This is an optimization exercise on Yosys and OpenROAD, whose aim is small area and a short achievable clock period, not a production implementation. The RTL was checked by simulation tests, not by an equivalence proof against the original design. No activity file was given, so power comes from the tool's default toggle rates.

==> flow/design.v (outline; a module is shown in full before it is edited, if it fits) <==
// module IMU_synth: 2025 lines
module IMU_synth (data, value, row, clk, rst);
  // ...
==> flow/flow/run.sh <==
#!/bin/bash
# Layout flow: the standard ORFS flow (standard.sh) with two make settings added:
#  - SYNTH_ARGS=-noabc: Yosys's synth skips its early generic "abc -fast" pass, so extract_fa
#    maps the RTL's explicit full adders directly, without polarity inverters between them.
#    Registers, their names and their cell types are the same as the standard synthesis.
#  - BUFFER_PORTS_ARGS: the port buffers are buf_2 cells (repair may resize them later).
# Each tool's full output is in orfs/logs/; make's own output goes to standard.log.
set -euo pipefail
bash standard.sh SYNTH_ARGS=-noabc "BUFFER_PORTS_ARGS=-buffer_cell sky130_fd_sc_hd__buf_2" finish > standard.log 2>&1
==> flow/standard.sh <==
#!/bin/bash
# synth_recipe.tcl (not shown) runs the flow's synth.tcl, then flattens the netlist and writes it again
# the make line also repeats each setting of config.mk as NAME=value (left out here)
make -C /OpenROAD-flow-scripts/flow DESIGN_CONFIG=/design/flow/config.mk WORK_HOME=/design/flow/orfs CLKGATE_MAP_FILE= SYNTH_SCRIPT=/design/flow/synth_recipe.tcl "${@:-finish}"
==> flow/config.mk <==
export PLATFORM = sky130hd
export DESIGN_NAME = IMU_synth
export DESIGN_NICKNAME = IMU_synth
export VERILOG_FILES = /design/flow/design.v
export SDC_FILE = /design/flow/constraint.sdc
export NUM_CORES = 4
export LEC_CHECK = 0
export ABC_CLOCK_PERIOD_IN_PS = 4000
export CAP_MARGIN = 20
export CORE_MARGIN = 2
export CORE_UTILIZATION = 45
export CTS_BUF_LIST = sky130_fd_sc_hd__clkbuf_4 sky130_fd_sc_hd__clkbuf_8
export SETUP_SLACK_MARGIN = 3.3
export SLEW_MARGIN = 20
==> flow/constraint.sdc <==
create_clock -name core_clock -period 8.0 [get_ports {clk}]
set_input_delay 1.6000 -clock core_clock [delete_from_list [all_inputs] [get_ports {clk}]]
set_output_delay 1.6000 -clock core_clock [all_outputs]
set_load 0.01 [all_outputs]
==> impl_metrics.py, run 1 <==
metrics = {
    "pwr": {
        "p_total_mw": 7.97,
        "pg_comb_mw": 6.10,
        "p_switching_mw": 3.80,
        "seq_power_mw": 1.26,
        "power.leakage_nw": 7.53,
    },
    "setup_path": {
        "cpMaxStageDelayCell": "dfxtp_4",
        "path_class": "reg -> out",
        "slowest_delay_ps": 360,
        "rr_endpoint": "hp_q[4]",
        "worstSetupStartpointType": "register",
        "required_ps": 6400,
        "path_cells": "a21oi_4 -> o21ai_2 -> a221oi_4 -> a2bb2oi_4 -> o311ai_4 -> buf_12 -> buf_12 -> a211oi_4 -> buf_4 -> o21ai_1 -> o22ai_2 -> buf_2",
    },
    "cells_and_area": {
        "regArea_um2": 2820,
        "layout_commonest_cell": "xnor2_1",
        "largestRegisters": "hp_q (31), hg_q (28), a_r (23)",
        "nFlopsAndLatches": 138,
        "finish.cell_count_without_fillers": 2173,
        "nFillCells": 3340,
        "final_cell_mix": "xnor2_1, fa_1, a22oi_1",
        "seq-cell-share_pct": 15.1,
    },
    "flow_run": {
        "maxCapViolCount": 0,
    },
    "synthesis": {
        "synth_mux_area_share_pct": 0.358,
        "synth_cells": 1653,
        "synth_ff_type": "dfxtp_1",
        "synth_compound_area_share_pct": 17.8,
        "synth-simple-area-share_pct": 5.47,
        "synth-edff-count": 0,
        "syn-num-nets": 2074,
    },
    "timing": {
        "drv_slew": 0,
        "slew_headroom_pct": 52.8,
        "fmax_ghz": 0.215,
        "fin_tns_setup_ps": 0,
        "hold-worst-slack_ps": 333,
        "setup_viol": 0,
    },
    "detailed_routing": {
        "wl_met1_mm": 21.8,
        "drc": 0,
    },
    "clock_network": {
        "cts_buffer_depth": 2,
    },
    "global_routing": {
        "grt_pass1_vias": 13400,
    },
    "placed_design": {
        "io_buffers": 97,
        "gp_congestion": 0.882,
        "pre_cts_ws_ps": 2990,
    },
    "floorplanning": {
        "die_y_um": 197,
        "die-width_um": 197,
    },
    "outcome": {
        "outcome": "no timing/DRC/antenna violations",
    },
}
==> inputs of run 2 (changes only) <==
--- a/flow/design.v
+++ b/flow/design.v
@@ -727,18 +727,18 @@
   assign s346 = pp82 ^ pp106 ^ c337;
   assign c347 = (pp82 & pp106) | (pp82 & c337) | (pp106 & c337);
   wire s348;
   wire c349;
   assign s348 = c339 ^ s344 ^ c341;
   assign c349 = (c339 & s344) | (c339 & c341) | (s344 & c341);
   wire s350;
   wire c351;
-  assign s350 = s346 ^ c343 ^ s348;
-  assign c351 = (s346 & c343) | (s346 & s348) | (c343 & s348);
+  assign s350 = s346 ^ c343;
+  assign c351 = s346 & c343;
   wire s352;
   wire c353;
   assign s352 = neg_r[5] ^ pp11 ^ pp35;
   assign c353 = (neg_r[5] & pp11) | (neg_r[5] & pp35) | (pp11 & pp35);
   wire s354;
   wire c355;
   assign s354 = pp59 ^ pp83 ^ pp107;
   assign c355 = (pp59 & pp83) | (pp59 & pp107) | (pp83 & pp107);
@@ -747,18 +747,18 @@
   assign s356 = pp131 ^ c345 ^ s352;
   assign c357 = (pp131 & c345) | (pp131 & s352) | (c345 & s352);
   wire s358;
   wire c359;
   assign s358 = s354 ^ c347 ^ s356;
   assign c359 = (s354 & c347) | (s354 & s356) | (c347 & s356);
   wire s360;
   wire c361;
-  assign s360 = c349 ^ s358;
-  assign c361 = c349 & s358;
+  assign s360 = c349 ^ c351 ^ s358;
+  assign c361 = (c349 & c351) | (c349 & s358) | (c351 & s358);
   wire s362;
   wire c363;
   assign s362 = pp12 ^ pp36 ^ pp60;
   assign c363 = (pp12 & pp36) | (pp12 & pp60) | (pp36 & pp60);
   wire s364;
   wire c365;
   assign s364 = pp84 ^ pp108 ^ pp132;
   assign c365 = (pp84 & pp108) | (pp84 & pp132) | (pp108 & pp132);
@@ -815,18 +815,18 @@
   assign s390 = s384 ^ s386 ^ c377;
   assign c391 = (s384 & s386) | (s384 & c377) | (s386 & c377);
   wire s392;
   wire c393;
   assign s392 = c379 ^ s388 ^ s390;
   assign c393 = (c379 & s388) | (c379 & s390) | (s388 & s390);
   wire s394;
   wire c395;
-  assign s394 = c381 ^ c383 ^ s392;
-  assign c395 = (c381 & c383) | (c381 & s392) | (c383 & s392);
+  assign s394 = c381 ^ c383;
+  assign c395 = c381 & c383;
   wire s396;
   wire c397;
   assign s396 = neg_r[7] ^ pp15 ^ pp39;
   assign c397 = (neg_r[7] & pp15) | (neg_r[7] & pp39) | (pp15 & pp39);
   wire s398;
   wire c399;
   assign s398 = pp63 ^ pp87 ^ pp111;
   assign c399 = (pp63 & pp87) | (pp63 & pp111) | (pp87 & pp111);
@@ -871,18 +871,18 @@
   assign s418 = s412 ^ c403 ^ s414;
   assign c419 = (s412 & c403) | (s412 & s414) | (c403 & s414);
   wire s420;
   wire c421;
   assign s420 = s416 ^ c405 ^ s418;
   assign c421 = (s416 & c405) | (s416 & s418) | (c405 & s418);
   wire s422;
   wire c423;
-  assign s422 = c407 ^ s420 ^ c409;
-  assign c423 = (c407 & s420) | (c407 & c409) | (s420 & c409);
+  assign s422 = c407 ^ s420;
+  assign c423 = c407 & s420;
   wire s424;
   wire c425;
   assign s424 = neg_r[8] ^ pp17 ^ pp41;
   assign c425 = (neg_r[8] & pp17) | (neg_r[8] & pp41) | (pp17 & pp41);
   wire s426;
   wire c427;
   assign s426 = pp65 ^ pp89 ^ pp113;
   assign c427 = (pp65 & pp89) | (pp65 & pp113) | (pp89 & pp113);
@@ -971,18 +971,18 @@
   assign s468 = c449 ^ s462 ^ s464;
   assign c469 = (c449 & s462) | (c449 & s464) | (s462 & s464);
   wire s470;
   wire c471;
   assign s470 = c451 ^ s466 ^ s468;
   assign c471 = (c451 & s466) | (c451 & s468) | (s466 & s468);
   wire s472;
   wire c473;
-  assign s472 = c453 ^ s470 ^ c455;
-  assign c473 = (c453 & s470) | (c453 & c455) | (s470 & c455);
+  assign s472 = c453 ^ s470;
+  assign c473 = c453 & s470;
   wire s474;
   wire c475;
   assign s474 = pp20 ^ pp44 ^ pp68;
   assign c475 = (pp20 & pp44) | (pp20 & pp68) | (pp44 & pp68);
   wire s476;
   wire c477;
   assign s476 = pp92 ^ pp116 ^ pp140;
   assign c477 = (pp92 & pp116) | (pp92 & pp140) | (pp116 & pp140);
@@ -1047,18 +1047,18 @@
   assign s506 = s500 ^ s502 ^ c485;
   assign c507 = (s500 & s502) | (s500 & c485) | (s502 & c485);
   wire s508;
   wire c509;
   assign s508 = s504 ^ c487 ^ s506;
   assign c509 = (s504 & c487) | (s504 & s506) | (c487 & s506);
   wire s510;
   wire c511;
-  assign s510 = c489 ^ s508 ^ c491;
-  assign c511 = (c489 & s508) | (c489 & c491) | (s508 & c491);
+  assign s510 = c489 ^ s508;
+  assign c511 = c489 & s508;
   wire s512;
   wire c513;
   assign s512 = pp22 ^ pp46 ^ pp70;
   assign c513 = (pp22 & pp46) | (pp22 & pp70) | (pp46 & pp70);
   wire s514;
   wire c515;
   assign s514 = pp94 ^ pp118 ^ pp142;
   assign c515 = (pp94 & pp118) | (pp94 & pp142) | (pp118 & pp142);
@@ -1841,29 +1841,31 @@
   wire s904;
   wire c905;
   assign s904 = s902 ^ c899;
   assign c905 = s902 & c899;
   wire s906;
   wire c907;
   assign s906 = ~(c903 ^ c905);
   assign c907 = c903 | c905;
-  wire [47:0] rs = {s906, c901, c897, c891, c885, c877, c869, c859, c849, c837, c825, c811, c797, c781, c765, c747, c729, c709, c689, c667, c645, c621, c597, c575, c553, c531, c511, s510, c473, s472, c439, c423, s422, c395, s394, c371, c361, c351, s350, c335, c329, s328, s322, s316, c313, s312, pp2, pp1};
-  wire [47:0] rc = {1'b0, s904, s900, s896, s890, s884, s876, s868, s858, s848, s836, s824, s810, s796, s780, s764, s746, s728, s708, s688, s666, s644, s620, s596, s574, s552, s530, 1'b0, s490, 1'b0, s454, s438, 1'b0, s408, 1'b0, s382, s370, s360, 1'b0, s342, s334, 1'b0, 1'b0, s318, s314, 1'b0, 1'b0, neg_r[0]};
+  wire [47:0] rs = {s906, c901, c897, c891, c885, c877, c869, c859, c849, c837, c825, c811, c797, c781, c765, c747, c729, c709, c689, c667, c645, c621, c597, c575, c553, c531, c511, c491, c473, c455, c439, c423, c409, c395, s392, c371, c361, s360, s348, c335, c329, s328, s322, s316, c313, s312, pp2, pp1};
+  wire [47:0] rc = {1'b0, s904, s900, s896, s890, s884, s876, s868, s858, s848, s836, s824, s810, s796, s780, s764, s746, s728, s708, s688, s666, s644, s620, s596, s574, s552, s530, s510, s490, s472, s454, s438, s422, s408, s394, s382, s370, 1'b0, s350, s342, s334, 1'b0, 1'b0, s318, s314, 1'b0, 1'b0, neg_r[0]};
   wire [17:0] lo = {1'b0, rs[16:0]} + {1'b0, rc[16:0]};
   wire [30:0] hg = rs[47:17] & rc[47:17];
   wire [30:0] hp = rs[47:17] ^ rc[47:17];
   reg [30:0] hg_q, hp_q;
   reg ci_q, s_q, v_q;
   reg [7:0] e_q;
+  reg [7:0] e1_q;
   always @(posedge clk) begin
     hg_q <= hg;
     hp_q <= hp;
     ci_q <= lo[17];
     e_q <= e_r;
+    e1_q <= e_r + 8'd1;
     s_q <= s_r;
     v_q <= rst & v_r;
   end
   wire gg_0_1 = hg_q[0] | (hp_q[0] & ci_q);
   wire gg_2_3 = hg_q[2] | (hp_q[2] & hg_q[1]);
   wire gp_2_3 = hp_q[2] & hp_q[1];
   wire gg_4_5 = hg_q[4] | (hp_q[4] & hg_q[3]);
   wire gp_4_5 = hp_q[4] & hp_q[3];
@@ -2014,13 +2016,12 @@
   assign p[19] = hp_q[25] ^ gg_0_25;
   assign p[20] = hp_q[26] ^ gg_0_26;
   assign p[21] = hp_q[27] ^ gg_0_27;
   assign p[22] = hp_q[28] ^ gg_0_28;
   assign p[23] = hp_q[29] ^ gg_0_29;
   assign p[24] = hp_q[30] ^ gg_0_30;
   wire sel1 = v_q & p[24];
   wire sel0 = v_q & ~p[24];
-  wire [7:0] e1_q = e_q + 8'd1;
   assign data[31] = v_q & s_q;
   assign data[30:23] = ({8{sel1}} & e1_q) | ({8{sel0}} & e_q);
   assign data[22:0] = ({23{sel1}} & p[23:1]) | ({23{sel0}} & p[22:0]);
 endmodule
==> flow/config.mk (replaced) <==
export PLATFORM = sky130hd
export DESIGN_NAME = IMU_synth
export DESIGN_NICKNAME = IMU_synth
export VERILOG_FILES = /design/flow/design.v
export SDC_FILE = /design/flow/constraint.sdc
export NUM_CORES = 4
export LEC_CHECK = 0
export ABC_CLOCK_PERIOD_IN_PS = 4000
export CAP_MARGIN = 20
export CORE_MARGIN = 2
export CORE_UTILIZATION = 55
export CTS_BUF_LIST = sky130_fd_sc_hd__clkbuf_4 sky130_fd_sc_hd__clkbuf_8
export SETUP_SLACK_MARGIN = 3.5
export SLEW_MARGIN = 20
==> run 2 against run 1 <==
Against the previous run: clock power increased by 3.8%; synthesized area down 0.22%; via count decreased by 3.1%; final cell count shrank 6.2%; critical endpoint is now data[22]; sequential share of layout area grew 1.4 points; highest routed layer is now met5.
==> impl_metrics.py, run 2 <==
metrics = {
    "timing": {
        "hold_violations": 0,
        "fin_tns_setup_ps": 0,
        "skew_ps": 20.8,
        "rsz0062_at_grt": "yes",
        "slew_headroom_pct": 59.4,
        "fin_crit_sh_pct": 60.5,
        "fmax_ghz": 0.207,
        "layout_min_cycle_time_ps": 4840,
        "tightest_slew_ps": 610,
        "setup_viol": 0,
        "drv_slew": 0,
    },
    "global_routing": {
        "overflow": 0,
        "grt_pass1_wl_mm": 76.5,
        "grt_max_degree": 41,
        "grt_antenna_before_repair": 3,
        "grt_pass1_vias": 13300,
        "grt.total_usage_pct": 32.2,
    },
    "clock_network": {
        "clk_pin_slew_ps": 90,
        "cts_buffer_depth": 2,
        "htree_levels": 4,
        "cts_sinks": 148,
        "hold_buffers": 0,
        "root_buffer": "clkbuf_8",
        "cts_made_buffers": 17,
        "cts_tree": "yes",
        "clock_latency_ps": 490,
    },
    "detailed_routing": {
        "wl_mm": 48.9,
        "dr.first_iter.drc_count": 1325,
        "dr.pass1.iters": 6,
        "routedWlPerCell_um": 24.0,
        "vias": 12700,
        "drc": 0,
        "drt-vias-per-instance": 6.24,
        "ant_nets": 0,
    },
    "setup_path": {
        "reg2reg_slack_ps": 3600,
        "cp_top_family": "compound AO/OA/AOI/OAI gates",
        "rr_endpoint": "hp_q[10]",
        "path_buf_inv": 3,
        "r2r_start": "a_r[11]",
        "reg2regPathDepth": 10,
        "endpoint_kind": "output port",
        "path_cells": "nand4_1 -> o22ai_4 -> a41oi_4 -> a211oi_4 -> o211ai_2 -> a21oi_2 -> o31a_2 -> o211ai_4 -> buf_6 -> buf_16 -> o2111a_1 -> buf_2",
        "cp_max_fo": 15,
        "required_ps": 6400,
        "worstSetupStartpointType": "register",
        "cpMaxStageDelayCell": "a211oi_4",
        "path_class": "reg -> out",
        "critPathArrivalTime_ps": 3240,
        "slowest_delay_ps": 420,
    },
    "min_path": {
        "hold_end": "s_q",
        "hold_class": "reg -> reg",
        "hp-start": "s_r",
        "holdPathStages": 0,
    },
    "synthesis": {
        "synth-edff-count": 0,
        "synthArstFlopShare_pct": 0,
        "synth_warnings": 1,
        "synth.avg_cell_area_um2": 10.4,
        "syn-num-nets": 2036,
        "synth_cells": 1611,
        "syn_area_um2": 16700,
        "synth_area_leader_cell": "fa_1",
        "synth_top_area_share_pct": 30.5,
        "ys_ff_latch": 148,
        "synth.distinct_cells": 59,
        "synth.area.top_cells": "fa_1, dfxtp_1, xnor2_1",
        "yosys.cell_count.top_type": "xnor2_1",
        "synth_seq_area_share_pct": 17.7,
        "synth_ff_type": "dfxtp_1",
        "synth_common_cells": "xnor2_1, fa_1, a22oi_1, dfxtp_1, clkbuf_1",
    },
    "cells_and_area": {
        "fin_nets": 2058,
        "layout_commonest_cell": "xnor2_1",
        "largestRegisters": "hp_q (31), hg_q (30), a_r (23)",
        "regMostFlops": "hp_q",
        "finish.cell_count_without_fillers": 2038,
        "nFillCells": 2606,
        "final_cell_mix": "xnor2_1, fa_1, a22oi_1",
        "syn_to_final_growth_pct": 8.98,
        "largest_reg_flops": 31,
        "drive_above_1_share_pct": 14.4,
    },
    "floorplanning": {
        "die-width_um": 178,
        "dieArea_um2": 31900,
        "die_y_um": 178,
        "row_count": 63,
        "initial_core_util_pct": 56.2,
        "fp.coreArea_um2": 29800,
        "pin_count": 98,
    },
    "placed_design": {
        "dp_cells": 1994,
        "place_hpwl_mm": 32.0,
        "io_buffers": 97,
        "gp_congestion": 0.881,
    },
    "pwr": {
        "power_density_nw_per_um2": 416,
        "ir_worst_vdd_v": 0.000280,
        "power.leakage_nw": 7.48,
    },
    "flow_run": {
        "maxCapViolCount": 0,
    },
    "outcome": {
        "outcome": "no timing/DRC/antenna violations",
    },
}
run 2: cell count changes after synthesis, moves of 10 or more:
| cell | before | now |
|---|---|---|
| a21oi_1 | 51 | 35 |
| dfxtp_1 | 138 | 148 |
| mux2i_1 | 6 | 30 |
| nand2_1 | 43 | 65 |
| nand3_1 | 23 | 8 |
| nand4_1 | 17 | 7 |
| nor2_1 | 22 | 11 |
| o21ai_0 | 37 | 23 |
run 2: cells by family after synthesis:
logic type	synth area share, %
fa+ha+maj	38.3
buf+inv	5.94
flops	17.7
compound gates	15.9
simple gates	4.18
mux	1.79
xor+xnor	16.2
run 2: worst max path at each step:
stage,startpoint,endpoint,slack [ps],depth (start not counted)
after floorplan,neg_r[2],hp_q[7],3530,10
after global placement,ci_q,data[1],3180,11
after detailed placement,two_r[3],hp_q[10],3150,9
after CTS,ci_q,data[28],3150,12
after global routing,hp_q[4],data[22],3010,12
final,hp_q[4],data[22],3160,12
run 2: metrics by stage:
stage	cell area [um2]	hold slack, ps	util [%]	total power, mW	setup WS (ps)
2_1_floorplan	16700	310	-	5.12	3530
3_3_place_gp	17500	310	58.7	6.56	3180
3_5_place_dp	17500	318	58.7	6.75	3150
4_1_cts	18100	341	60.9	7.60	3150
5_1_grt	18200	349	61.2	8.59	3010
6_report	18200	340	61.2	7.58	3160
run 2: layout make-up:
class	count	area, um2	area share [%]
repair buffers	158	1040	5.70
well taps	390	488	2.67
clock buffers	17	234	1.28
diodes	2	5.00	0.0274
flip-flops and latches	148	3020	16.6
inverters	104	390	2.14
multi-input cells	1204	12900	70.6
clock inverters	15	193	1.06
run 2: worst register-to-register path, delay by kind of cell (launching register included):
kind	cells	cell delay [ps]
flip-flops	1	330
XOR/XNOR	1	180
AO/OA/AOI/OAI	1	190
adder cells (fa/ha/maj)	7	3230
buffers and inverters	1	340
run 2: report_power, final:
part	switching [mW]	total (mW)	internal (mW)
Clock	0.338	0.631	0.292
Combinational	2.99	5.66	2.67
Sequential	0.193	1.29	1.10
Total	3.52	7.58	4.06
run 2: layer usage:
metal  part of all wire [%]  routed length, um  GRT usage, %
met5                  0.016                  8             0
met4                    3.1               1500          11.2
met3                     11               5420          9.63
met2                     44              21700          49.3
met1                     42              20300          43.4
run 2: repair_timing:
| action | CTS | global route |
|---|---|---|
| gates resized for setup | 38 | 32 |
| setup buffers | 6 | 2 |
| gates cloned | 2 | 0 |
| endpoints found under the setup margin | 62 | 41 |
| pin swaps | 9 | 5 |
==> inputs of run 3 (changes only) <==
--- a/flow/config.mk
+++ b/flow/config.mk
@@ -10,3 +10,3 @@
 export CORE_MARGIN = 2
-export CORE_UTILIZATION = 55
+export CORE_UTILIZATION = 45
 export CTS_BUF_LIST = sky130_fd_sc_hd__clkbuf_4 sky130_fd_sc_hd__clkbuf_8
@@ -14 +14,2 @@
 export SLEW_MARGIN = 20
+export TNS_END_PERCENT = 10
==> run 3 against run 2 <==
Against the previous run: hold slack lost 3.9 ps; final cell count grew 4.0%; maximum frequency up 1.0%; combinational power down 0.9%; first-iteration DRC count grew 1.6%; synthesized cell count is the same; wire length is 2.5% higher.
==> impl_metrics.py, run 3 <==
metrics = {
    "flow_run": {
        "maxCapViolCount": 0,
    },
    "timing": {
        "setup_viol": 0,
        "layout_min_cycle_time_ps": 4790,
        "slew_headroom_pct": 36.9,
        "tightest_slew_ps": 945,
        "fmax_ghz": 0.209,
        "hold_violations": 0,
        "rsz0062_at_grt": "yes",
        "fin_crit_sh_pct": 59.9,
        "skew_ps": 25.0,
        "fin_tns_setup_ps": 0,
        "drv_slew": 0,
    },
    "detailed_routing": {
        "dr.first_iter.drc_count": 1346,
        "ant_nets": 0,
        "dr.pass1.iters": 6,
        "routedWlPerCell_um": 23.7,
        "wl_mm": 50.2,
        "vias": 12900,
        "drc": 0,
        "drt-vias-per-instance": 6.08,
    },
    "placed_design": {
        "io_buffers": 97,
        "dp_cells": 2076,
        "place_hpwl_mm": 31.7,
        "gp_congestion": 0.875,
    },
    "clock_network": {
        "cts_made_buffers": 17,
        "hold_buffers": 0,
        "clock_latency_ps": 480,
        "htree_levels": 4,
        "cts_sinks": 148,
        "cts_tree": "yes",
        "clk_pin_slew_ps": 110,
        "cts_buffer_depth": 2,
        "root_buffer": "clkbuf_8",
    },
    "global_routing": {
        "grt_max_degree": 41,
        "grt_antenna_before_repair": 1,
        "grt_pass1_wl_mm": 77.3,
        "grt.total_usage_pct": 26.4,
        "grt_pass1_vias": 13400,
        "overflow": 0,
    },
    "synthesis": {
        "synth_seq_area_share_pct": 17.7,
        "synth-simple-area-share_pct": 4.18,
        "synth.distinct_cells": 59,
        "synth-edff-count": 0,
        "ys_ff_latch": 148,
        "synthArstFlopShare_pct": 0,
        "synth_top_family_by_area": "adder cells",
        "synth.area.top_cells": "fa_1, dfxtp_1, xnor2_1",
        "synth_ff_type": "dfxtp_1",
        "syn-num-nets": 2036,
        "syn_area_um2": 16700,
        "synth_top_area_share_pct": 30.5,
        "synth_warnings": 1,
        "synthXorXnorAreaFrac_pct": 16.2,
        "synth_fa_ha_area_share_pct": 38.3,
        "synth_compound_area_share_pct": 15.9,
        "yosys.cell_count.top_type": "xnor2_1",
        "synth_area_leader_cell": "fa_1",
        "synth_common_cells": "xnor2_1, fa_1, a22oi_1, dfxtp_1, clkbuf_1",
        "synth.avg_cell_area_um2": 10.4,
        "synth_mux_area_share_pct": 1.79,
        "synth_cells": 1611,
    },
    "cells_and_area": {
        "syn_to_final_growth_pct": 9.49,
        "drive_above_1_share_pct": 14.1,
        "largest_reg_flops": 31,
        "final_cell_mix": "xnor2_1, fa_1, a22oi_1",
        "antenna-diode-count": 0,
        "largestRegisters": "hp_q (31), hg_q (30), a_r (23)",
        "fin_nets": 2063,
        "layout_commonest_cell": "xnor2_1",
        "regMostFlops": "hp_q",
        "finish.cell_count_without_fillers": 2119,
    },
    "setup_path": {
        "critical_path_depth": 10,
        "path_cells": "buf_4 -> a22oi_1 -> xnor2_1 -> fa_1 -> fa_1 -> fa_1 -> fa_1 -> fa_1 -> fa_1 -> ha_1",
        "critPathArrivalTime_ps": 5150,
        "cp_max_fo": 13,
        "required_ps": 8360,
        "worstSetupStartpointType": "register",
        "endpoint_kind": "register",
        "path_buf_inv": 1,
        "reg2regPathDepth": 10,
        "cp_top_family": "adder cells",
        "path_class": "reg -> reg",
        "crit_path_frequent_cell": "fa_1",
        "cpMaxStageDelayCell": "dfxtp_1",
        "slowest_delay_ps": 870,
    },
    "floorplanning": {
        "die_y_um": 197,
        "row_count": 70,
        "dieArea_um2": 38800,
        "pin_count": 98,
        "fp.coreArea_um2": 36600,
        "initial_core_util_pct": 45.7,
        "die-width_um": 197,
    },
    "pwr": {
        "ir_worst_vdd_v": 0.000242,
        "power.leakage_nw": 7.48,
        "power_density_nw_per_um2": 409,
    },
    "outcome": {
        "outcome": "no timing/DRC/antenna violations",
    },
    "min_path": {
        "hold_class": "reg -> reg",
        "holdPathStages": 0,
    },
}
==> run 3: cell counts after synthesis <==
Identical to the previous run, type by type.
==> run 3: worst paths after layout <==
check,from,endpoint,slack (ps)
max,two_r[4],hp_q[7],3210
min,s_r,s_q,340
max reg2reg,two_r[4],hp_q[7],3210
min reg2reg,s_r,s_q,340
==> run 3: cells by family after synthesis <==
| family | Yosys count |
|---|---|
| compound gates | 364 |
| fa+ha+maj | 359 |
| xor+xnor | 310 |
| buf+inv | 259 |
| flops | 148 |
| simple gates | 141 |
| mux | 30 |
==> run 3: stage by stage <==
step / utilization [%] / setup slack (ps) / area, um2 / power (mW) / hold WS (ps)
5_1_grt: 50.1 / 3140 / 18300 / 8.56 / 351
3_5_place_dp: 48.1 / 3210 / 17600 / 6.68 / 312
4_1_cts: 49.9 / 3220 / 18300 / 7.55 / 338
3_3_place_gp: 48.1 / 3260 / 17600 / 6.51 / 313
6_report: 50.1 / 3210 / 18300 / 7.50 / 336
2_1_floorplan: - / 3530 / 16700 / 5.12 / 310
==> run 3: final cells by class <==
class	instances	area, um2
fill	3374	18300
multi-input combinational	1204	12900
sequential	148	2980
timing repair buffer	163	1070
tap	468	586
inverter	104	390
clock buffer	18	241
clock inverter	14	159
==> run 3: metal layers <==
| metal | track usage [%] | vias to the layer above | wire length [um] |
|---|---|---|---|
| met5 | 0 | - | 11 |
| met4 | 10.2 | 2 | 1350 |
| met3 | 6.57 | 118 | 5300 |
| met2 | 39.6 | 745 | 22300 |
| met1 | 36.9 | 6493 | 21200 |
| li1 | - | 5534 | - |
==> run 3: power by group <==
group / switching, mW / internal, mW / total (mW)
clock network: 0.376 / 0.240 / 0.616
logic: 2.96 / 2.65 / 5.61
registers: 0.173 / 1.10 / 1.27
==> run 3: timing repair <==
item	4_1_cts	5_1_grt
buffers inserted	6	2
endpoints found under the setup margin	56	64
pin swaps	12	4
resized for setup	26	14
gates cloned	3	0
==> inputs of run 4 (changes only) <==
--- a/flow/config.mk
+++ b/flow/config.mk
@@ -12,4 +12,4 @@
 export CTS_BUF_LIST = sky130_fd_sc_hd__clkbuf_4 sky130_fd_sc_hd__clkbuf_8
+export PLACE_DENSITY = 0.75
 export SETUP_SLACK_MARGIN = 3.5
 export SLEW_MARGIN = 20
-export TNS_END_PERCENT = 10
==> run 4 against run 3 <==
Against the previous run: hold slack improved by 4.5 ps; register-to-register slack improved by 390 ps; first-iteration DRC count increased by 55%; total power decreased by 1.5%; wire length decreased by 4.4%; design area decreased by 0.34%; clock skew decreased by 4.1 ps; die area unchanged; via count increased by 1.5%; critical endpoint is now data[22]; largest power group unchanged; highest routed layer is now met4.
==> impl_metrics.py, run 4 <==
metrics = {
    "floorplanning": {
        "pin_count": 98,
        "die_y_um": 197,
        "row_count": 70,
        "fp.coreArea_um2": 36600,
        "die-width_um": 197,
        "dieArea_um2": 38800,
        "initial_core_util_pct": 45.7,
    },
    "synthesis": {
        "synth_common_cells": "xnor2_1, fa_1, a22oi_1, dfxtp_1, clkbuf_1",
        "synth.distinct_cells": 59,
        "synth_top_area_share_pct": 30.5,
        "synth-edff-count": 0,
        "syn-num-nets": 2036,
        "yosys.cell_count.top_type": "xnor2_1",
        "ys_ff_latch": 148,
        "synth.avg_cell_area_um2": 10.4,
        "synthArstFlopShare_pct": 0,
        "syn_area_um2": 16700,
        "synth_ff_type": "dfxtp_1",
        "synth_warnings": 1,
        "synth_area_leader_cell": "fa_1",
        "synth_cells": 1611,
        "synth.area.top_cells": "fa_1, dfxtp_1, xnor2_1",
        "synth_seq_area_share_pct": 17.7,
    },
    "placed_design": {
        "dp_cells": 2067,
        "gp_congestion": 0.927,
        "place_hpwl_mm": 31.6,
        "io_buffers": 97,
    },
    "cells_and_area": {
        "largest_reg_flops": 31,
        "layout_commonest_cell": "xnor2_1",
        "largestRegisters": "hp_q (31), hg_q (30), a_r (23)",
        "fin_nets": 2052,
        "drive_above_1_share_pct": 14.1,
        "finish.cell_count_without_fillers": 2109,
        "nFillCells": 3234,
        "final_cell_mix": "xnor2_1, fa_1, a22oi_1",
        "regMostFlops": "hp_q",
        "syn_to_final_growth_pct": 9.12,
    },
    "detailed_routing": {
        "dr.pass1.iters": 7,
        "ant_nets": 0,
        "routedWlPerCell_um": 22.7,
        "drt-vias-per-instance": 6.21,
        "drc": 0,
        "dr.first_iter.drc_count": 2086,
        "wl_mm": 47.9,
        "vias": 13100,
    },
    "timing": {
        "tightest_slew_ps": 612,
        "fin_tns_setup_ps": 0,
        "hold_violations": 0,
        "skew_ps": 20.9,
        "setup_viol": 0,
        "layout_min_cycle_time_ps": 4820,
        "fmax_ghz": 0.208,
        "drv_slew": 0,
        "slew_headroom_pct": 59.2,
        "rsz0062_at_grt": "yes",
        "fin_crit_sh_pct": 60.2,
    },
    "pwr": {
        "p_total_mw": 7.39,
        "power.leakage_nw": 7.42,
        "power_density_nw_per_um2": 405,
        "ir_worst_vdd_v": 0.000173,
    },
    "setup_path": {
        "slowest_delay_ps": 390,
        "required_ps": 6400,
        "cpMaxStageDelayCell": "a211oi_4",
        "path_buf_inv": 3,
        "path_cells": "nand4_1 -> o22ai_2 -> a41oi_4 -> a211oi_4 -> o211ai_2 -> a21oi_4 -> o31a_2 -> o211ai_4 -> buf_12 -> clkbuf_16 -> o2111a_1 -> buf_2",
        "endpoint_kind": "output port",
        "cp_max_fo": 7,
        "worstSetupStartpointType": "register",
        "cp_top_family": "compound AO/OA/AOI/OAI gates",
        "path_class": "reg -> out",
        "critPathArrivalTime_ps": 3220,
    },
    "clock_network": {
        "cts_sinks": 148,
        "hold_buffers": 0,
        "root_buffer": "clkbuf_8",
        "clock_latency_ps": 500,
        "cts_made_buffers": 17,
        "htree_levels": 4,
        "cts_buffer_depth": 2,
        "clk_pin_slew_ps": 100,
        "cts_tree": "yes",
    },
    "flow_run": {
        "maxCapViolCount": 0,
    },
    "global_routing": {
        "grt_pass1_wl_mm": 74.8,
        "grt_max_degree": 41,
        "overflow": 0,
        "grt.total_usage_pct": 25.0,
        "grt_antenna_before_repair": 0,
        "grt_pass1_vias": 13600,
    },
    "outcome": {
        "outcome": "no timing/DRC/antenna violations",
    },
    "min_path": {
        "hold_class": "reg -> reg",
    },
}
-- run 4: cell count changes in the layout (fill, tap and decap cells not counted), sizes merged --
cell,delta
buf,-12
inv,-2
clkinv,+3
diode,+1
-- run 4: worst paths after layout --
path | start | endpoint | slack [ps] | depth (start not counted)
max | hp_q[2] | data[22] | 3180 | 12
min | s_r | s_q | 340 | 0
max reg2reg | neg_r[5] | hp_q[10] | 3600 | 9
min reg2reg | s_r | s_q | 340 | 0
-- run 4: stage by stage --
stage	setup WS, ps	hold WS [ps]	utilization (%)	area [um2]
after floorplan	3530	310	-	16700
after global placement	3190	313	48.0	17600
after detailed placement	3140	313	48.0	17600
after CTS	3150	339	49.5	18100
after global routing	3060	342	49.9	18300
final	3180	341	49.9	18300
-- run 4: repair_timing --
action,CTS,global route
endpoints found under the setup margin,64,37
resized for setup,35,25
gates cloned,1,1
endpoints found under the hold margin,0,0
buffers inserted,4,3
pin swaps,7,6
-- run 4: power breakdown --
part | leakage (nW) | internal (mW) | switching (mW) | total (mW)
Combinational | 5.97 | 2.60 | 2.88 | 5.48
Sequential | 1.25 | 1.10 | 0.195 | 1.30
Clock | 0.205 | 0.240 | 0.376 | 0.616
Total | 7.42 | 3.94 | 3.45 | 7.39
-- run 4: metal layers --
metal / track usage (%) / part of all wire, % / vias up / wire (um)
met4: 11.4 / 4.2 / 0 / 2010
met5: 0 / 0 / - / 0
met1: 32.9 / 39 / 6391 / 18700
li1: - / - / 5501 / -
met3: 5.49 / 12 / 210 / 5770
met2: 39.5 / 45 / 989 / 21500
-- run 4: cell type report --
type                       instances  area (um2)  share of cell area, %
antenna                            1        2.50                 0.0137
clock buffer                      17         234                   1.28
clock inverter                    15         183                   1.00
inverter                         104         390                   2.14
multi-input combinational       1204       12900                   70.5
sequential                       148        3020                   16.5
tap                              468         586                   3.21
timing repair buffer             152         968                   5.30
-- run 4: logic make-up after synthesis --
kind of cell    count (synthesis)  synth area share [%]
simple gates                  141                  4.18
buf+inv                       259                  5.94
flops                         148                  17.7
compound gates                364                  15.9
xor+xnor                      310                  16.2
mux                            30                  1.79
fa+ha+maj                     359                  38.3
==> inputs of run 5 (changes only) <==
--- a/flow/config.mk
+++ b/flow/config.mk
@@ -12,3 +12,2 @@
 export CTS_BUF_LIST = sky130_fd_sc_hd__clkbuf_4 sky130_fd_sc_hd__clkbuf_8
-export PLACE_DENSITY = 0.75
 export SETUP_SLACK_MARGIN = 3.5
==> run 5 against run 4 <==
Against the previous run: setup slack better by 100 ps; clock power hardly changed; critical path depth stayed put; combinational power is 2% higher; global-route usage is 1.4 points higher; largest power group unchanged.
==> impl_metrics.py, run 5 <==
metrics = {
    "setup_path": {
        "endpoint_kind": "output port",
        "critPathArrivalTime_ps": 3110,
        "path_class": "reg -> out",
        "cpMaxStageDelayCell": "dfxtp_1",
        "required_ps": 6400,
        "startpoint": "hp_q[20]",
        "cp_max_fo": 8,
        "worstSetupStartpointType": "register",
        "r2r_start": "one_r[10]",
        "slowest_delay_ps": 360,
        "path_cells": "a21o_1 -> a21o_1 -> a221oi_4 -> o21ai_1 -> clkinv_1 -> a21oi_4 -> o31a_2 -> o211ai_4 -> buf_12 -> buf_12 -> mux2i_1 -> buf_2",
    },
    "flow_run": {
        "maxCapViolCount": 0,
    },
    "placed_design": {
        "postPlaceCellArea_um2": 17600,
        "gp_congestion": 0.875,
        "dp_cells": 2076,
        "io_buffers": 97,
        "place_hpwl_mm": 31.7,
    },
    "floorplanning": {
        "die-width_um": 197,
        "pin_count": 98,
        "initial_core_util_pct": 45.7,
        "fp.coreArea_um2": 36600,
        "die_y_um": 197,
        "row_count": 70,
        "dieArea_um2": 38800,
    },
    "clock_network": {
        "htree_levels": 4,
        "root_buffer": "clkbuf_8",
        "clock_latency_ps": 490,
        "clk_pin_slew_ps": 110,
        "cts_tree": "yes",
        "cts_buffer_depth": 2,
        "cts_sinks": 148,
        "hold_buffers": 0,
        "cts_made_buffers": 17,
    },
    "timing": {
        "hold_violations": 0,
        "layout_min_cycle_time_ps": 4710,
        "drv_slew": 0,
        "slew_headroom_pct": 36.6,
        "fin_crit_sh_pct": 58.9,
        "fin_tns_setup_ps": 0,
        "rsz0062_at_grt": "yes",
        "setup_viol": 0,
        "fmax_ghz": 0.212,
        "tightest_slew_ps": 950,
        "skew_ps": 24.0,
    },
    "cells_and_area": {
        "final_cell_mix": "xnor2_1, fa_1, a22oi_1",
        "syn_to_final_growth_pct": 9.61,
        "final_core_util_pct": 50.1,
        "nFillCells": 3372,
        "regMostFlops": "hp_q",
        "fin_nets": 2063,
        "largest_reg_flops": 31,
        "largestRegisters": "hp_q (31), hg_q (30), a_r (23)",
        "antenna-diode-count": 0,
        "finish.cell_count_without_fillers": 2119,
        "fin_area_um2": 18400,
        "layout_commonest_cell": "xnor2_1",
        "drive_above_1_share_pct": 14.1,
    },
    "synthesis": {
        "synth_seq_area_share_pct": 17.7,
        "synth-edff-count": 0,
        "synth.area.top_cells": "fa_1, dfxtp_1, xnor2_1",
        "synth_top_area_share_pct": 30.5,
        "synth_area_leader_cell": "fa_1",
        "synthArstFlopShare_pct": 0,
        "synth_common_cells": "xnor2_1, fa_1, a22oi_1, dfxtp_1, clkbuf_1",
        "synth.avg_cell_area_um2": 10.4,
        "synth.distinct_cells": 59,
        "syn_area_um2": 16700,
        "synth_ff_type": "dfxtp_1",
        "ys_ff_latch": 148,
        "syn-num-nets": 2036,
        "synth_cells": 1611,
        "synth_warnings": 1,
        "yosys.cell_count.top_type": "xnor2_1",
    },
    "outcome": {
        "outcome": "no timing/DRC/antenna violations",
    },
    "pwr": {
        "ir_worst_vdd_v": 0.000249,
        "power.leakage_nw": 7.48,
        "power_density_nw_per_um2": 409,
    },
    "detailed_routing": {
        "ant_nets": 0,
        "dr.first_iter.drc_count": 1397,
        "dr.pass1.iters": 6,
        "routedWlPerCell_um": 23.7,
        "drc": 0,
        "drt-vias-per-instance": 6.09,
        "wl_mm": 50.2,
        "vias": 12900,
    },
    "global_routing": {
        "grt_pass1_wl_mm": 77.3,
        "grt.total_usage_pct": 26.4,
        "grt_pass1_vias": 13400,
        "grt_max_degree": 41,
        "overflow": 0,
        "grt_antenna_before_repair": 1,
    },
    "min_path": {
        "hp-start": "s_r",
        "hold_class": "reg -> reg",
    },
}
## run 5: cell counts after synthesis
Identical to the previous run, type by type.
## run 5: kinds of logic (layout without fill, tap and decap cells)
kind of cell | Yosys count | in the layout | share of synthesized area [%]
AOI/OAI and AO/OA | 364 | 364 | 15.9
xor gates and xnor gates | 310 | 310 | 16.2
adders and majority gates | 359 | 359 | 38.3
buffers and inverters | 259 | 299 | 5.94
DFF | 148 | 148 | 17.7
muxes | 30 | 30 | 1.79
and+or+nand+nor | 141 | 141 | 4.18
## run 5: critical path: cells and delay by family (launching register included)
kind	cells	cell delay, ps
buf+inv	4	590
flops	1	360
compound gates	7	1470
mux	1	200
## run 5: final cells by class
type	count	area, um2	share of cell area, %
multi-input cells	1204	12900	70.3
flip-flops and latches	148	2990	16.3
repair buffers	163	1070	5.85
well taps	468	586	3.19
inverters	104	390	2.13
clock buffers	18	241	1.32
clock inverters	14	159	0.866
## run 5: worst paths after layout
check / to / slack [ps] / depth (start not counted)
worst max-delay path: data[29] / 3290 / 12
worst max register to register: hp_q[10] / 3560 / 9
worst min-delay path: s_q / 340 / 0
worst min register to register: s_q / 340 / 0
## run 5: repair_timing
item,CTS,global route
cloned,3,0
gates resized for setup,32,16
endpoints found under the setup margin,56,41
setup buffers,6,2
pin swaps,12,4
## run 5: per-layer routing
metal | up-vias | track usage (%) | share of wire (%)
met4 | 2 | 10.2 | 3.2
met2 | 717 | 39.6 | 44
met5 | - | 0 | 0.022
met3 | 135 | 6.57 | 10
li1 | 5537 | - | -
met1 | 6507 | 36.9 | 43
## run 5: per-stage QoR
stage	setup slack [ps]	power (mW)	hold WS (ps)
after floorplan	3530	5.12	310
after global placement	3260	6.51	313
after detailed placement	3210	6.68	312
after CTS	3220	7.55	338
after global routing	3140	8.56	351
final	3290	7.50	337
## run 5: power breakdown
part / internal [mW] / leakage [nW] / total, mW / switching, mW
sequential: 1.10 / 1.25 / 1.27 / 0.173
clock: 0.240 / 0.199 / 0.619 / 0.379
combinational: 2.65 / 6.03 / 5.61 / 2.96
total: 3.99 / 7.48 / 7.50 / 3.51
==> inputs of run 6 (changes only) <==
--- a/flow/config.mk
+++ b/flow/config.mk
@@ -8,3 +8,3 @@
 export ABC_CLOCK_PERIOD_IN_PS = 4000
-export CAP_MARGIN = 20
+export CAP_MARGIN = 0
 export CORE_MARGIN = 2
@@ -13,2 +13,2 @@
 export SETUP_SLACK_MARGIN = 3.5
-export SLEW_MARGIN = 20
+export SLEW_MARGIN = 0
==> run 6 against run 5 <==
Against the previous run: design area unchanged; clock skew unchanged; wire length unchanged; first-iteration DRC count unchanged; hold slack unchanged; clock-buffer cell count unchanged; critical path depth unchanged; via count unchanged; sequential cell count unchanged; clock power about the same; largest cell class unchanged; largest power group unchanged.
==> impl_metrics.py, run 6 <==
metrics = {
    "detailed_routing": {
        "wl_mm": 50.2,
        "drc": 0,
        "routedWlPerCell_um": 23.7,
        "ant_nets": 0,
        "vias": 12900,
        "drt-vias-per-instance": 6.09,
        "dr.pass1.iters": 6,
        "dr.first_iter.drc_count": 1397,
    },
    "global_routing": {
        "grt.total_usage_pct": 26.4,
        "grt_max_degree": 41,
        "grt_pass1_vias": 13400,
        "grt_pass1_wl_mm": 77.3,
        "overflow": 0,
        "grt_antenna_before_repair": 1,
    },
    "floorplanning": {
        "row_count": 70,
        "die_y_um": 197,
        "initial_core_util_pct": 45.7,
        "fp.coreArea_um2": 36600,
        "pin_count": 98,
        "dieArea_um2": 38800,
        "die-width_um": 197,
    },
    "pwr": {
        "swShare_pct": 46.8,
        "clock_power_share_pct": 8.3,
        "power.share.combinational_pct": 74.8,
        "ir_worst_vdd_v": 0.000249,
        "p_int_mw": 3.99,
        "pwr-share-seq_pct": 17.0,
        "power_density_nw_per_um2": 409,
        "power.leakage_nw": 7.48,
        "p_switching_mw": 3.51,
    },
    "timing": {
        "hold_violations": 0,
        "rsz0062_at_grt": "yes",
        "layout_min_cycle_time_ps": 4710,
        "setup_viol": 0,
        "fin_tns_setup_ps": 0,
        "slew_headroom_pct": 36.6,
        "skew_ps": 24.0,
        "fmax_ghz": 0.212,
        "fin_crit_sh_pct": 58.9,
        "tightest_slew_ps": 950,
        "drv_slew": 0,
    },
    "cells_and_area": {
        "largest_reg_flops": 31,
        "fin_nets": 2063,
        "drive_above_1_share_pct": 14.1,
        "layout_commonest_cell": "xnor2_1",
        "final_cell_mix": "xnor2_1, fa_1, a22oi_1",
        "antenna-diode-count": 0,
        "fin_area_um2": 18400,
        "syn_to_final_growth_pct": 9.61,
        "regMostFlops": "hp_q",
        "finish.cell_count_without_fillers": 2119,
        "largestRegisters": "hp_q (31), hg_q (30), a_r (23)",
    },
    "flow_run": {
        "maxCapViolCount": 0,
    },
    "synthesis": {
        "synth.area.top_cells": "fa_1, dfxtp_1, xnor2_1",
        "synth_ff_type": "dfxtp_1",
        "synth_top_area_share_pct": 30.5,
        "synth.distinct_cells": 59,
        "synth_area_leader_cell": "fa_1",
        "ys_ff_latch": 148,
        "synth_common_cells": "xnor2_1, fa_1, a22oi_1, dfxtp_1, clkbuf_1",
        "synth_mux_area_share_pct": 1.79,
        "syn_area_um2": 16700,
        "synth-simple-area-share_pct": 4.18,
        "synth-edff-count": 0,
        "synth_compound_area_share_pct": 15.9,
        "synthArstFlopShare_pct": 0,
        "syn-num-nets": 2036,
        "synth.avg_cell_area_um2": 10.4,
        "synth_cells": 1611,
        "synth_top_family_by_area": "adder cells",
        "synth_fa_ha_area_share_pct": 38.3,
        "synth_seq_area_share_pct": 17.7,
        "synthXorXnorAreaFrac_pct": 16.2,
        "synth_warnings": 1,
        "yosys.cell_count.top_type": "xnor2_1",
    },
    "setup_path": {
        "path_cells": "a21o_1 -> a21o_1 -> a221oi_4 -> o21ai_1 -> clkinv_1 -> a21oi_4 -> o31a_2 -> o211ai_4 -> buf_12 -> buf_12 -> mux2i_1 -> buf_2",
        "path_buf_inv": 4,
        "path_class": "reg -> out",
        "slowest_delay_ps": 360,
        "cp_max_fo": 8,
        "startpoint": "hp_q[20]",
        "worstSetupStartpointType": "register",
        "critical_path_depth": 12,
        "cpMaxStageDelayCell": "dfxtp_1",
        "cp_top_family": "compound AO/OA/AOI/OAI gates",
        "reg2regPathDepth": 9,
        "critPathArrivalTime_ps": 3110,
        "reg2reg_slack_ps": 3560,
        "required_ps": 6400,
        "crit_end": "data[29]",
        "r2r_start": "one_r[10]",
        "rr_endpoint": "hp_q[10]",
        "endpoint_kind": "output port",
    },
    "placed_design": {
        "gp_congestion": 0.875,
        "dp_cells": 2076,
        "io_buffers": 97,
        "postPlaceCellArea_um2": 17600,
        "place_hpwl_mm": 31.7,
    },
    "clock_network": {
        "htree_levels": 4,
        "root_buffer": "clkbuf_8",
        "cts_sinks": 148,
        "cts_buffer_depth": 2,
        "cts_tree": "yes",
        "clock_latency_ps": 490,
        "clk_pin_slew_ps": 110,
        "cts_made_buffers": 17,
        "hold_buffers": 0,
    },
    "outcome": {
        "outcome": "no timing/DRC/antenna violations",
    },
    "min_path": {
        "hold_class": "reg -> reg",
    },
}
[run 6: worst min-delay path by stage]
stage               from   to  slack (ps)  cells past startpoint
floorplan            s_r  s_q         310                      0
global route         s_r  s_q         350                      0
detailed placement   s_r  s_q         310                      0
CTS                  s_r  s_q         340                      0
global placement     s_r  s_q         310                      0
finish               s_r  s_q         340                      0
[run 6: kinds of logic after synthesis]
group	Yosys count
buf+inv	259
mux	30
simple gates	141
xor+xnor	310
fa+ha+maj	359
flops	148
compound gates	364
[run 6: area by class of cell]
class	count	area (um2)
multi-input cells	1204	12900
flip-flops and latches	148	2990
well taps	468	586
repair buffers	163	1070
fillers	3372	18300
inverters	104	390
clock inverters	14	159
clock buffers	18	241
[run 6: power groups by stage]
stage                     Clock [mW]  Combinational, mW  Sequential [mW]
after floorplan                    0               3.90             1.22
after global placement             0               5.25             1.27
after detailed placement           0               5.41             1.27
after CTS                      0.634               5.65             1.26
after global routing           0.668               6.60             1.30
final                          0.619               5.61             1.27
[run 6: metrics by stage]
stage	worst slack [ps]	util, %	hold slack (ps)	total power, mW
finish	3290	50.1	337	7.50
global route	3140	50.1	351	8.56
CTS	3220	49.9	338	7.55
detailed placement	3210	48.1	312	6.68
global placement	3260	48.1	313	6.51
floorplan	3530	-	310	5.12
[run 6: layer usage]
metal	routed length, um	part of all wire [%]	global-route usage (%)
met1	21400	43	36.9
met2	22100	44	39.6
met3	5150	10	6.57
met4	1590	3.2	10.2
met5	11	0.022	0
[run 6: repair_timing]
item | 4_1_cts | 5_1_grt
gates cloned | 3 | 0
pin swaps | 12 | 4
gates resized for setup | 32 | 16
setup endpoints to repair | 56 | 41
endpoints found under the hold margin | 0 | 0
setup buffers | 6 | 2
[run 6: worst reg2reg max path, stage by stage, from the launching register on]
cell	delay [ps]
dfxtp_1	780
a22oi_1	220
xnor2_1	180
fa_1	430
fa_1	450
fa_1	460
fa_1	540
fa_1	500
fa_1	560
ha_1	220
==> inputs of run 7 (changes only) <==
--- a/flow/config.mk
+++ b/flow/config.mk
@@ -8,3 +8,3 @@
 export ABC_CLOCK_PERIOD_IN_PS = 4000
-export CAP_MARGIN = 0
+export CAP_MARGIN = 20
 export CORE_MARGIN = 2
@@ -12,3 +12,3 @@
 export CTS_BUF_LIST = sky130_fd_sc_hd__clkbuf_4 sky130_fd_sc_hd__clkbuf_8
-export SETUP_SLACK_MARGIN = 3.5
-export SLEW_MARGIN = 0
+export SETUP_SLACK_MARGIN = 3.3
+export SLEW_MARGIN = 20
==> run 7 against run 6 <==
Against the previous run: clock skew is 0.69 ps higher; design area shrank 0.10%; highest routed layer unchanged; die area is the same; first-iteration DRC count is 6.1% higher; critical endpoint unchanged; sequential power about the same.
==> impl_metrics.py, run 7 <==
metrics = {
    "clock_network": {
        "htree_levels": 4,
        "clock_latency_ps": 500,
        "cts_sinks": 148,
        "cts_made_buffers": 17,
        "clk_pin_slew_ps": 100,
        "cts_tree": "yes",
        "cts_buffer_depth": 2,
        "root_buffer": "clkbuf_8",
        "hold_buffers": 0,
    },
    "pwr": {
        "clock_power_share_pct": 8.2,
        "power_density_nw_per_um2": 410,
        "p_switching_mw": 3.52,
        "swShare_pct": 46.9,
        "ir_worst_vdd_v": 0.000249,
        "power.leakage_nw": 7.48,
        "power.share.combinational_pct": 74.8,
        "pwr-share-seq_pct": 17.0,
        "p_int_mw": 3.99,
    },
    "detailed_routing": {
        "vias": 12900,
        "dr.first_iter.drc_count": 1482,
        "routedWlPerCell_um": 23.7,
        "drt-vias-per-instance": 6.07,
        "drc": 0,
        "dr.pass1.iters": 6,
        "wl_mm": 50.3,
        "ant_nets": 0,
    },
    "min_path": {
        "hold_class": "reg -> reg",
    },
    "global_routing": {
        "grt_antenna_before_repair": 1,
        "grt_max_degree": 41,
        "overflow": 0,
        "grt_pass1_wl_mm": 77.3,
        "grt.total_usage_pct": 26.4,
        "grt_pass1_vias": 13400,
    },
    "cells_and_area": {
        "drive_above_1_share_pct": 14.1,
        "layout_commonest_cell": "xnor2_1",
        "finish.cell_count_without_fillers": 2119,
        "final_core_util_pct": 50.1,
        "fin_nets": 2063,
        "final_cell_mix": "xnor2_1, fa_1, a22oi_1",
        "regMostFlops": "hp_q",
        "largestRegisters": "hp_q (31), hg_q (30), a_r (23)",
        "antenna-diode-count": 0,
        "largest_reg_flops": 31,
        "syn_to_final_growth_pct": 9.50,
    },
    "synthesis": {
        "synthArstFlopShare_pct": 0,
        "ys_ff_latch": 148,
        "synth_cells": 1611,
        "synth_area_leader_cell": "fa_1",
        "synth.distinct_cells": 59,
        "syn-num-nets": 2036,
        "synth-edff-count": 0,
        "synth_compound_area_share_pct": 15.9,
        "yosys.cell_count.top_type": "xnor2_1",
        "synth_top_area_share_pct": 30.5,
        "synth_mux_area_share_pct": 1.79,
        "synth_top_family_by_area": "adder cells",
        "synth_seq_area_share_pct": 17.7,
        "synth.avg_cell_area_um2": 10.4,
        "synth_common_cells": "xnor2_1, fa_1, a22oi_1, dfxtp_1, clkbuf_1",
        "synth-simple-area-share_pct": 4.18,
        "synth_fa_ha_area_share_pct": 38.3,
        "syn_area_um2": 16700,
        "synth.area.top_cells": "fa_1, dfxtp_1, xnor2_1",
        "synth_warnings": 1,
        "synthXorXnorAreaFrac_pct": 16.2,
        "synth_ff_type": "dfxtp_1",
    },
    "floorplanning": {
        "die_y_um": 197,
        "die-width_um": 197,
        "dieArea_um2": 38800,
        "pin_count": 98,
        "row_count": 70,
        "fp.coreArea_um2": 36600,
        "initial_core_util_pct": 45.7,
    },
    "placed_design": {
        "dp_cells": 2076,
        "place_hpwl_mm": 31.7,
        "gp_congestion": 0.875,
        "io_buffers": 97,
    },
    "setup_path": {
        "required_ps": 6400,
        "path_cells": "a21oi_2 -> o21ai_2 -> a41oi_4 -> a211oi_4 -> o211ai_4 -> a21oi_4 -> o31a_2 -> o211ai_4 -> buf_12 -> buf_12 -> mux2i_1 -> buf_2",
        "worstSetupStartpointType": "register",
        "reg2reg_slack_ps": 3480,
        "critPathArrivalTime_ps": 3130,
        "cpMaxStageDelayCell": "dfxtp_2",
        "slowest_delay_ps": 350,
        "cp_max_fo": 8,
        "path_class": "reg -> out",
        "endpoint_kind": "output port",
    },
    "timing": {
        "hold_violations": 0,
        "fmax_ghz": 0.212,
        "skew_ps": 24.7,
        "drv_slew": 0,
        "fin_tns_setup_ps": 0,
        "tightest_slew_ps": 959,
        "fin_crit_sh_pct": 59.1,
        "rsz0062_at_grt": "yes",
        "slew_headroom_pct": 36.0,
        "setup_viol": 0,
        "layout_min_cycle_time_ps": 4730,
    },
    "flow_run": {
        "maxCapViolCount": 0,
    },
    "outcome": {
        "outcome": "no timing/DRC/antenna violations",
    },
}
==> run 7: worst paths after layout <==
path             from       end  cells past startpoint
max           hp_q[8]  data[29]                     12
min               s_r       s_q                      0
max reg2reg  one_r[4]  hp_q[10]                     10
min reg2reg       s_r       s_q                      0
==> run 7: power by group through the flow <==
stage               sequential [mW]  combinational [mW]  clock [mW]
CTS                            1.26                5.65       0.634
detailed placement             1.27                5.41           0
floorplan                      1.22                3.90           0
finish                         1.27                5.62       0.618
global placement               1.27                5.25           0
global route                   1.30                6.60       0.668
==> run 7: cell type report <==
| type | instances | area [um2] |
|---|---|---|
| repair buffers | 163 | 1070 |
| inverters | 104 | 390 |
| clock inverters | 14 | 159 |
| fillers | 3373 | 18300 |
| clock buffers | 18 | 241 |
| well taps | 468 | 586 |
| flip-flops and latches | 148 | 2980 |
| multi-input cells | 1204 | 12900 |
==> run 7: logic make-up after synthesis <==
kind of cell | after synthesis
DFF | 148
muxes | 30
buffers and inverters | 259
and+or+nand+nor | 141
xor gates and xnor gates | 310
adders and majority gates | 359
AOI/OAI and AO/OA | 364
==> run 7: timing repair <==
item,in CTS,in global routing
resized for setup,27,14
setup endpoints to repair,36,53
pin swaps,12,4
hold endpoints to repair,0,0
gates cloned,3,0
buffers inserted,6,2
==> run 7: per-layer routing <==
layer	vias to the layer above	share of wire, %	GRT usage [%]
met5	-	0.022	0
met4	2	3.0	10.2
met3	127	11	6.57
met2	742	44	39.6
met1	6451	42	36.8
li1	5538	-	-
==> run 7: critical path, delay by kind of cell, from the launching register on <==
kind,cells,cell delay (ps)
multiplexers,1,210
buffers and inverters,3,480
AO/OA/AOI/OAI,8,1610
flip-flops,1,350
==> run 7: stage by stage <==
| step | power [mW] | setup slack, ps | hold slack (ps) | cell area, um2 |
|---|---|---|---|---|
| 6_report | 7.51 | 3270 | 336 | 18300 |
| 5_1_grt | 8.56 | 3140 | 351 | 18300 |
| 4_1_cts | 7.55 | 3220 | 338 | 18300 |
| 3_5_place_dp | 6.68 | 3210 | 312 | 17600 |
| 3_3_place_gp | 6.51 | 3260 | 313 | 17600 |
| 2_1_floorplan | 5.12 | 3530 | 310 | 16700 |
==> inputs of run 8 (changes only) <==
--- a/flow/config.mk
+++ b/flow/config.mk
@@ -10,5 +10,5 @@
 export CORE_MARGIN = 2
-export CORE_UTILIZATION = 45
+export CORE_UTILIZATION = 35
 export CTS_BUF_LIST = sky130_fd_sc_hd__clkbuf_4 sky130_fd_sc_hd__clkbuf_8
-export SETUP_SLACK_MARGIN = 3.3
+export SETUP_SLACK_MARGIN = 3.5
 export SLEW_MARGIN = 20
==> run 8 against run 7 <==
Against the previous run: still clean on timing, DRC and antenna; die area increased by 28%; global-route usage decreased by 5.8 points; setup slack got worse by 34 ps; critical endpoint unchanged.
==> impl_metrics.py, run 8 <==
metrics = {
    "timing": {
        "fin_tns_setup_ps": 0,
        "drv_slew": 0,
        "skew_ps": 30.6,
        "slew_headroom_pct": 46.5,
        "hold_violations": 0,
        "fin_crit_sh_pct": 59.5,
        "tightest_slew_ps": 802,
        "fmax_ghz": 0.210,
        "rsz0062_at_grt": "yes",
        "setup_viol": 0,
        "layout_min_cycle_time_ps": 4760,
    },
    "setup_path": {
        "required_ps": 6400,
        "cp_max_fo": 8,
        "r2r_start": "one_r[10]",
        "endpoint_kind": "output port",
        "reg2regPathDepth": 9,
        "critPathArrivalTime_ps": 3160,
        "cpMaxStageDelayCell": "dfxtp_1",
        "path_buf_inv": 4,
        "path_cells": "a21o_1 -> a21o_1 -> a221oi_4 -> o21ai_1 -> clkinv_1 -> a21oi_4 -> o31a_4 -> o211ai_4 -> buf_12 -> buf_12 -> mux2i_2 -> buf_2",
        "cp_top_family": "compound AO/OA/AOI/OAI gates",
        "critical_path_depth": 12,
        "slowest_delay_ps": 350,
        "worstSetupStartpointType": "register",
        "path_class": "reg -> out",
        "startpoint": "hp_q[20]",
    },
    "floorplanning": {
        "die_y_um": 223,
        "dieArea_um2": 49600,
        "initial_core_util_pct": 35.3,
        "fp.coreArea_um2": 47400,
        "pin_count": 98,
        "die-width_um": 223,
        "row_count": 80,
    },
    "cells_and_area": {
        "syn_to_final_growth_pct": 10.8,
        "drive_above_1_share_pct": 14.2,
        "fin_nets": 2065,
        "fin_area_um2": 18600,
        "largest_reg_flops": 31,
        "layout_commonest_cell": "xnor2_1",
        "nFillCells": 4671,
        "final_cell_mix": "xnor2_1, fa_1, a22oi_1",
        "finish.cell_count_without_fillers": 2268,
        "regMostFlops": "hp_q",
        "largestRegisters": "hp_q (31), hg_q (30), a_r (23)",
        "antenna-diode-count": 0,
    },
    "flow_run": {
        "maxCapViolCount": 0,
    },
    "clock_network": {
        "cts_made_buffers": 17,
        "cts_tree": "yes",
        "hold_buffers": 0,
        "htree_levels": 4,
        "cts_buffer_depth": 2,
        "clock_latency_ps": 510,
        "clk_pin_slew_ps": 90,
        "cts_sinks": 148,
        "root_buffer": "clkbuf_8",
    },
    "synthesis": {
        "synth_area_leader_cell": "fa_1",
        "synth_mux_area_share_pct": 1.79,
        "synth-simple-area-share_pct": 4.18,
        "yosys.cell_count.top_type": "xnor2_1",
        "synthXorXnorAreaFrac_pct": 16.2,
        "synth_common_cells": "xnor2_1, fa_1, a22oi_1, dfxtp_1, clkbuf_1",
        "synthArstFlopShare_pct": 0,
        "synth_top_family_by_area": "adder cells",
        "synth.distinct_cells": 59,
        "synth_top_area_share_pct": 30.5,
        "synth-edff-count": 0,
        "syn_area_um2": 16700,
        "synth_warnings": 1,
        "synth_cells": 1611,
        "syn-num-nets": 2036,
        "synth_fa_ha_area_share_pct": 38.3,
        "synth.avg_cell_area_um2": 10.4,
        "synth.area.top_cells": "fa_1, dfxtp_1, xnor2_1",
        "synth_ff_type": "dfxtp_1",
        "synth_seq_area_share_pct": 17.7,
        "synth_compound_area_share_pct": 15.9,
        "ys_ff_latch": 148,
    },
    "detailed_routing": {
        "wl_mm": 51.1,
        "routedWlPerCell_um": 22.5,
        "dr.first_iter.drc_count": 1047,
        "vias": 12800,
        "ant_nets": 0,
        "drt-vias-per-instance": 5.65,
        "dr.pass1.iters": 5,
        "drc": 0,
    },
    "placed_design": {
        "postPlaceCellArea_um2": 17800,
        "dp_cells": 2225,
        "io_buffers": 97,
        "gp_congestion": 0.861,
        "place_hpwl_mm": 33.2,
    },
    "global_routing": {
        "overflow": 0,
        "grt_pass1_vias": 13700,
        "grt.total_usage_pct": 20.6,
        "grt_antenna_before_repair": 0,
        "grt_pass1_wl_mm": 78.3,
        "grt_max_degree": 41,
    },
    "pwr": {
        "ir_worst_vdd_v": 0.000213,
        "power.leakage_nw": 7.49,
        "power_density_nw_per_um2": 406,
    },
    "min_path": {
        "holdPathStages": 0,
        "hp-start": "s_r",
        "hold_class": "reg -> reg",
    },
    "outcome": {
        "outcome": "no timing/DRC/antenna violations",
    },
}
run 8: cell counts after synthesis:
Identical to the previous run, type by type.
run 8: cell type report:
type	count	area [um2]	share of cell area, %
clock buffers	18	248	1.34
clock inverters	14	141	0.762
inverters	104	390	2.10
multi-input cells	1204	12900	69.6
flip-flops and latches	148	3000	16.1
well taps	615	769	4.15
repair buffers	165	1100	5.94
run 8: through the flow:
step | hold slack [ps] | worst slack, ps | power [mW] | util (%)
2_1_floorplan | 310 | 3530 | 5.12 | -
3_3_place_gp | 312 | 3250 | 6.55 | 37.6
3_5_place_dp | 320 | 3230 | 6.76 | 37.6
4_1_cts | 341 | 3150 | 7.58 | 38.8
5_1_grt | 343 | 3080 | 8.52 | 39.1
6_report | 337 | 3240 | 7.54 | 39.1
run 8: cells by family (layout without fill, tap and decap cells):
| kind of cell | after synthesis | in the layout |
|---|---|---|
| AOI/OAI and AO/OA | 364 | 364 |
| DFF | 148 | 148 |
| adders and majority gates | 359 | 359 |
| muxes | 30 | 30 |
| and+or+nand+nor | 141 | 141 |
| buffers and inverters | 259 | 301 |
| xor gates and xnor gates | 310 | 310 |
run 8: worst paths after layout:
kind	to	slack [ps]
hold reg to reg	s_q	340
setup / recovery	data[29]	3240
setup reg to reg	hp_q[10]	3520
hold / removal	s_q	340
run 8: what timing repair did:
action | CTS | global route
resized for setup | 23 | 26
cloned | 2 | 1
endpoints found under the setup margin | 56 | 41
pin swaps | 11 | 5
setup buffers | 6 | 2
run 8: layer usage:
metal | up-vias | global-route usage [%] | wire length (um)
met5 | - | 0 | 0
met4 | 0 | 8.96 | 1740
met3 | 131 | 4.54 | 4570
met2 | 678 | 33.0 | 23500
met1 | 6471 | 26.9 | 21300
li1 | 5528 | - | -
run 8: power by group:
| part | leakage, nW | internal [mW] | switching (mW) |
|---|---|---|---|
| combinational | 6.06 | 2.68 | 3.02 |
| clock | 0.187 | 0.236 | 0.334 |
| sequential | 1.25 | 1.10 | 0.170 |
| total | 7.49 | 4.02 | 3.52 |

-- separate check: timing with driven ports --
No port has a modelled driver above. Below, the same layouts with a new extraction and two added sets of constraints.
Step 1 assumes that a clkbuf_16 drives the clock port and a buf_2 every other input.
Step 2 moves the port delays by t, midway between the first and last clock arrival at a register: inputs arrive t later, outputs are due t later. That takes back most of the time a late clock gives input paths.
Slacks: no drivers / after step 1 / after step 2; pairs: no drivers / after step 1.
| run | t, ns | setup slack, ns | worst slew at a driven data input, ns | pins driven straight from the clock port |
|---|---|---|---|---|
| run 1 | 0.518 | 3.340 / 3.294 / 3.466 | 0.04 | 1 |
| run 2 | 0.535 | 3.160 / 3.108 / 3.595 | 0.06 | 1 |
| run 3 | 0.524 | 3.210 / 3.210 / 3.210 | 0.05 | 1 |
| run 4 | 0.550 | 3.184 / 3.126 / 3.596 | 0.06 | 1 |
| run 5 | 0.526 | 3.287 / 3.236 / 3.555 | 0.05 | 1 |
| run 6 | 0.526 | 3.287 / 3.236 / 3.555 | 0.05 | 1 |
| run 7 | 0.537 | 3.275 / 3.223 / 3.479 | 0.05 | 1 |
| run 8 | 0.542 | 3.240 / 3.190 / 3.519 | 0.05 | 1 |
After both steps setup and hold are still met in every run listed.
